From an optimization exercise on the open Yosys and OpenROAD flow, aimed at small area and a short achievable clock period; shortcuts taken in it are not production practice. Only simulation tests tie the RTL to the original design; equivalence was not proved. Power figures rest on the tool's default switching activity, not on a simulated workload.

Setup of willow:
// pipelined_RISC
module pipelined_RISC(clk, rst, start, imem_addr, imem_rdata, dmem_addr, dmem_wdata, dmem_we, dmem_re, dmem_rdata);
Size in the first run: about 4100 cells after synthesis, roughly 1400 flip-flops, roughly 170 I/O pins, roughly 0.057 mm² of cells after synthesis.
make LEC_CHECK=0 CAP_MARGIN=20 CORE_MARGIN=2 CORE_UTILIZATION=50 CTS_CLUSTER_DIAMETER=100 CTS_CLUSTER_SIZE=22 SETUP_SLACK_MARGIN=5 SLEW_MARGIN=20 finish   # period 8.0 ns
run.sh (not shown) runs the stock make flow with config.mk's settings and CLKGATE_MAP_FILE= SYNTH_SCRIPT=/design/flow/synth_recipe.tcl, a recipe that flattens the netlist after the stock synthesis.
--- input diff willow..yarrow ---
# willow
export LEC_CHECK = 0
export CAP_MARGIN = 20
export CORE_MARGIN = 2
export CORE_UTILIZATION = 50
export CTS_CLUSTER_DIAMETER = 100
export CTS_CLUSTER_SIZE = 22
export SETUP_SLACK_MARGIN = 5
export SLEW_MARGIN = 20
create_clock -name core_clock -period 8.0 [get_ports {clk}]
# yarrow
export LEC_CHECK = 0
export CAP_MARGIN = 20
export CORE_MARGIN = 2
export CORE_UTILIZATION = 50
export CTS_CLUSTER_DIAMETER = 100
export CTS_CLUSTER_SIZE = 22
export SLEW_MARGIN = 20
export TNS_END_PERCENT = 10
create_clock -name core_clock -period 8.0 [get_ports {clk}]
==> flow/flow/run.sh (new file) <==
#!/bin/bash
set -euo pipefail
bash standard.sh SETUP_SLACK_MARGIN=5.35 MATCH_CELL_FOOTPRINT=0 \
  "BUFFER_PORTS_ARGS=-buffer_cell sky130_fd_sc_hd__buf_2" \
  finish > flow_make.log 2>&1
==> flow/standard.sh (new file) <==
#!/bin/bash
# synth_recipe.tcl (not shown) runs the flow's synth.tcl, then flattens the netlist and writes it again
# the make line also repeats each setting of config.mk as NAME=value (left out here)
make -C /OpenROAD-flow-scripts/flow DESIGN_CONFIG=/design/flow/config.mk WORK_HOME=/design/flow/orfs CLKGATE_MAP_FILE= SYNTH_SCRIPT=/design/flow/synth_recipe.tcl "${@:-finish}"
removed: flow/run.sh
Summary of yarrow over willow: total via count in the routed design stayed essentially flat; source-to-sink clock delay at the later pin of the worst-skew pair stayed essentially flat; peak ir drop on the vdd network fell by 0.039 mV; time the worst path needs with I/O delays and setup fell by 78 ps. Cmp yarrow vs willow: sequential share of layout area higher in yarrow.
Setup changes, yarrow to raven
==> flow/flow/run.sh <==
#!/bin/bash
set -euo pipefail
bash standard.sh SETUP_SLACK_MARGIN=5.5 \
  "BUFFER_PORTS_ARGS=-buffer_cell sky130_fd_sc_hd__buf_2" \
  finish > flow_make.log 2>&1
Notes after the runs:
- Across both runs, design area was higher for raven than for yarrow.
- On instance count after placement with tap cells included, raven tracks yarrow almost exactly.
- Summary of the comparison: minimum clock period is lower in raven, relative to yarrow.
- Sort yarrow and raven by clock network power share desc -> top: yarrow
- Final wirelength delta (raven -> yarrow): insignificant
Relative to raven, the following input files were edited for sierra:
diff --git a/flow/flow/run.sh b/flow/flow/run.sh
--- a/flow/flow/run.sh
+++ b/flow/flow/run.sh
@@ -3 +3 @@
-bash standard.sh SETUP_SLACK_MARGIN=5.5 \
+bash standard.sh SETUP_SLACK_MARGIN=5.7 \
==> summary.txt <==
- Result: PASS for each of sierra and raven
- Summary of sierra over raven: setup slack went up 5.8 ps, sequential cell area share went down by 0.64 points, antenna diode instance count increased by 2 relative to the old numbers, combinational cell fraction of total power essentially unchanged.
- Global-route usage in sierra is 0.19 points higher than in raven
- As far as clock sink count goes, raven and sierra are indistinguishable; the numbers are identical.
- In terms of multi-input gate count, raven and sierra differ only marginally.
- Between raven and sierra, the overall power of the completed layout does not differ in any meaningful way.
- Internal power summed over all cells: sierra vs raven up 46 µW
- sierra -> raven: sequential cell count of the final layout flat
- Final sum of negative setup slack: sierra vs raven, no meaningful difference
--- input diff sierra..lagoon ---
diff --git a/flow/flow/run.sh b/flow/flow/run.sh
--- a/flow/flow/run.sh
+++ b/flow/flow/run.sh
@@ -3 +3 @@
-bash standard.sh SETUP_SLACK_MARGIN=5.7 \
+bash standard.sh SETUP_SLACK_MARGIN=5.35 \
Findings:
lagoon vs. sierra: signed area change from the synthesized netlist to the final layout went down by 2.0 points, share of layout cells above drive strength 1 went down by 2.6 points, final cell count went down by 0.88%. lagoon — final RePlAce weighted congestion 1.2% higher, sierra as reference.

Another version of the RTL of pipelined_RISC (not shown whole).
Size in the first run: roughly 4200 cells after synthesis, roughly 1500 flip-flops, ~58000 µm² of cells after synthesis.
export LEC_CHECK = 0
export CAP_MARGIN = 20
export CORE_MARGIN = 2
export CORE_UTILIZATION = 50
export CTS_CLUSTER_DIAMETER = 100
export CTS_CLUSTER_SIZE = 22
export SLEW_MARGIN = 20
export TNS_END_PERCENT = 10
create_clock -name core_clock -period 8.0 [get_ports {clk}]
standard.sh (not shown) runs the stock make flow with config.mk's settings and CLKGATE_MAP_FILE= SYNTH_SCRIPT=/design/flow/synth_recipe.tcl, a recipe that flattens the netlist after the stock synthesis.
==> flow/flow/run.sh <==
#!/bin/bash
set -euo pipefail
bash standard.sh SETUP_SLACK_MARGIN=5.3 finish > flow_make.log 2>&1
==> next run, changes <==
==> flow/flow/run.sh (replaced) <==
#!/bin/bash
set -euo pipefail
bash standard.sh SETUP_SLACK_MARGIN=5.5 \
  "BUFFER_PORTS_ARGS=-buffer_cell sky130_fd_sc_hd__buf_2" \
  finish > flow_make.log 2>&1
Result: Power is about the same. Clock-buffer cell count shrinks by 3. First-iteration DRC count shrinks by 0.73%. Non-clock buffer count shrinks by 15. Global-route usage grows by 0.13 points. Cell area shrinks by about 1%. Synthesized area does not change. Setup slack is better by 0.066 ns. Via count hardly moves. Clock power is about the same. Cell count shrinks by 0.57%.
==> next run, changes <==
==> flow/flow/run.sh (replaced) <==
#!/bin/bash
set -euo pipefail
bash standard.sh SETUP_SLACK_MARGIN=5.35 \
  "BUFFER_PORTS_ARGS=-buffer_cell sky130_fd_sc_hd__buf_2" \
  finish > flow_make.log 2>&1
Result: Cell area decreases by 0.43%. Critical path depth does not change. Combinational power decreases by about 2%. Fmax decreases by 1.1%. Worst setup slack loses 0.032 ns.

-- static timing again, ports no longer ideal --
In the flow no input, the clock included, has a driving cell. The finished layouts below were timed again as built, in two steps.
Step 1 sets driving cells, clkbuf_16 on the clock port and buf_2 on the other inputs (assumed; they add their load-dependent delay and slew).
Step 2 moves the port delays by t, midway between the first and last clock arrival at a register: inputs arrive t later, outputs are due t later. That takes back most of the time a late clock gives input paths.
Slacks: ideal ports / drivers / drivers and shift; pairs: ideal ports / drivers.
run	t (ns)	setup slack, ns	worst setup path after step 2	latest minus earliest clock arrival (ns)
willow	0.764	4.932 / 4.932 / 4.501	input to register	0.052 / 0.051
yarrow	0.768	5.010 / 5.000 / 5.010	register to register	0.041 / 0.041
raven	0.772	5.079 / 5.022 / 4.840	input to register	0.034 / 0.035
sierra	0.759	5.085 / 5.012 / 4.995	input to register	0.037 / 0.038
lagoon	0.760	5.027 / 5.027 / 5.009	input to register	0.033 / 0.033
the first run of note 2	0.788	4.950 / 4.950 / 4.557	input to register	0.047 / 0.047
the second run of note 2	0.768	5.016 / 5.016 / 4.862	input to register	0.042 / 0.042
the third run of note 2	0.768	4.984 / 4.984 / 4.855	input to register	0.041 / 0.042
After both steps setup and hold are still met in every run listed. The setup slack of willow, which loses most, moves by 0.000 ns with the drivers and by -0.431 ns with both steps.
